This is an optimization exercise on Yosys and OpenROAD, whose aim is small area and a short achievable clock period, not a production implementation. Function was checked by simulation only, so behaviour that the tests miss may differ from the original. Power and IR drop assume default switching activity.

== nickel ==
// cpu1
module cpu1 (
    input wire clk,
    input wire reset,
    output wire [7:0] mem_addr,
    output wire mem_we,
    output wire [31:0] mem_wdata,
    input wire [31:0] mem_rdata
);
    localparam [4:0] C_RST   = 5'd0,  C_ADDI  = 5'd1,  C_ADDIU = 5'd2,  C_BR    = 5'd3,
                     C_SLLM  = 5'd4,  C_LOAD  = 5'd5,  C_LUI   = 5'd6,  C_SBH   = 5'd7,
                     C_SLTI  = 5'd8,  C_SW    = 5'd9,  C_J     = 5'd10, C_JAL   = 5'd11,
                     C_ADD   = 5'd12, C_AND   = 5'd13, C_DIV   = 5'd14, C_MULT  = 5'd15,
                     C_JR    = 5'd16, C_MFHI  = 5'd17, C_MFLO  = 5'd18, C_SHIFT = 5'd19,
                     C_SLT   = 5'd20, C_SUB   = 5'd21, C_BREAK = 5'd22, C_RTE   = 5'd23,
                     C_ADDM  = 5'd24, C_UNDEF = 5'd25, C_OVF   = 5'd26;
    reg        fetch;       
    reg [5:0]  cnt;
    reg [4:0]  cls;
    reg [1:0]  ph;
    reg        rst_r;       
    reg        clr;         
    reg [31:0] IR, A, B, PC, HI, LO;
    reg        q1;
    reg [31:8] MDR;         
    reg [7:0]  addr_r;
    reg        we_r;
    wire [5:0]  op    = IR[31:26];
    wire [4:0]  rs    = IR[25:21];
    wire [4:0]  rt    = IR[20:16];
    wire [4:0]  rd    = IR[15:11];
    wire [4:0]  shamt = IR[10:6];
    wire [5:0]  funct = IR[5:0];
    wire [31:0] seimm = {{16{IR[15]}}, IR[15:0]};
    assign mem_addr  = addr_r;
    assign mem_we    = we_r;
    reg [31:0] wd_r;        
    assign mem_wdata = wd_r;
    reg [4:0] dec;
    always @(*) begin
        dec = C_UNDEF;
        if (op == 6'h00) begin
            if (funct == 6'h20) dec = C_ADD;
            else if (funct == 6'h24) dec = C_AND;
  ...
==> flow/config.mk <==
export PLATFORM = sky130hd
export DESIGN_NAME = cpu1
export DESIGN_NICKNAME = cpu1
export VERILOG_FILES = /design/flow/design.v
export SDC_FILE = /design/flow/constraint.sdc
export NUM_CORES = 8
export LEC_CHECK = 0
export CAP_MARGIN = 20
export CORE_MARGIN = 2
export CORE_UTILIZATION = 55
export CTS_CLUSTER_DIAMETER = 60
export CTS_CLUSTER_SIZE = 25
export PLACE_DENSITY = 0.7
export SLEW_MARGIN = 20
==> flow/constraint.sdc <==
create_clock -name core_clock -period 20.0 [get_ports {clk}]
set_input_delay 4.0000 -clock core_clock [delete_from_list [all_inputs] [get_ports {clk}]]
set_output_delay 4.0000 -clock core_clock [all_outputs]
set_load 0.01 [all_outputs]
standard.sh (not shown) runs the stock make flow with config.mk's settings and CLKGATE_MAP_FILE= SYNTH_SCRIPT=/design/flow/synth_recipe.tcl, a recipe that flattens the netlist after the stock synthesis.
==> flow/flow/run.sh <==
#!/bin/bash
# The standard layout (the standard.sh, the standard synthesis unchanged),
# with two changes to how the layout is made: timing repair aims at 15 ns of
# setup slack (a 5 ns cycle; the constraint stays the design's own), and the
# port buffers are buf_2 cells. The whole make output goes to standard.log;
# ORFS keeps each step's own log under orfs/logs.
set -euo pipefail
bash standard.sh SETUP_SLACK_MARGIN=15 "BUFFER_PORTS_ARGS=-buffer_cell sky130_fd_sc_hd__buf_2" finish > standard.log 2>&1
Changes in quartz relative to nickel:
- PLACE_DENSITY: 0.7 -> 0.75
- CORE_UTILIZATION: 55 -> 65
- ABC_AREA: unset -> 1
## What came out
- quartz was carried through to the last stage, and its layout satisfied the timing, DRC and antenna checks.
- nickel went all the way through synthesis, placement and routing and the layout is clean on timing, DRC and antenna.
- When quartz is set beside nickel, its net count after synthesis turns out to be about 10% larger.
- Area after synthesis shrinks by a few percent when moving from nickel to quartz.
- Maximum frequency, nickel and quartz: smaller value in nickel
- The count of filler cells inserted in the layout in quartz sits 26% below the value recorded for nickel.
- Of the two values seen for most crowded layer after global routing, met1 was produced by quartz and met2 by nickel.
- In the flow results for nickel and quartz, the share of cell area taken by multi-input logic gates is larger on nickel.
- nickel has lower mean number of vias per cell than quartz.
- Relative area of clock buffers and inverters in the final design: nickel vs quartz, no meaningful difference
- quartz ended with more count of TritonRoute iterations in the first routing pass than nickel.
- In the reports for nickel and quartz, the smaller synthesis-to-finish area growth belongs to quartz.
- Going from nickel to quartz, power lower, power spent charging and discharging nets saw a decrease.

## what the ideal ports hide
In the flow no input, the clock included, has a driving cell. The finished layouts below were timed again as built, in two steps.
Step 1 assumes that a clkbuf_16 drives the clock port and a buf_2 every other input.
Step 2 also shifts input and output timing later by t, the mid clock arrival at the registers, as if the neighbouring blocks saw the same clock.
a / b / c = ideal ports / drivers / drivers and shift; a / b = the first two.
| run | t, ns | setup slack, ns | pins driven straight from the clock port |
|---|---|---|---|
| nickel | 0.747 | 14.846 / 14.782 / 14.530 | 1 |
| quartz | 0.730 | 14.877 / 14.809 / 14.682 | 1 |
After both steps every run listed still meets setup and hold. For nickel, which loses most, drivers alone change the setup slack by -0.064 ns; drivers and shift together by -0.316 ns.
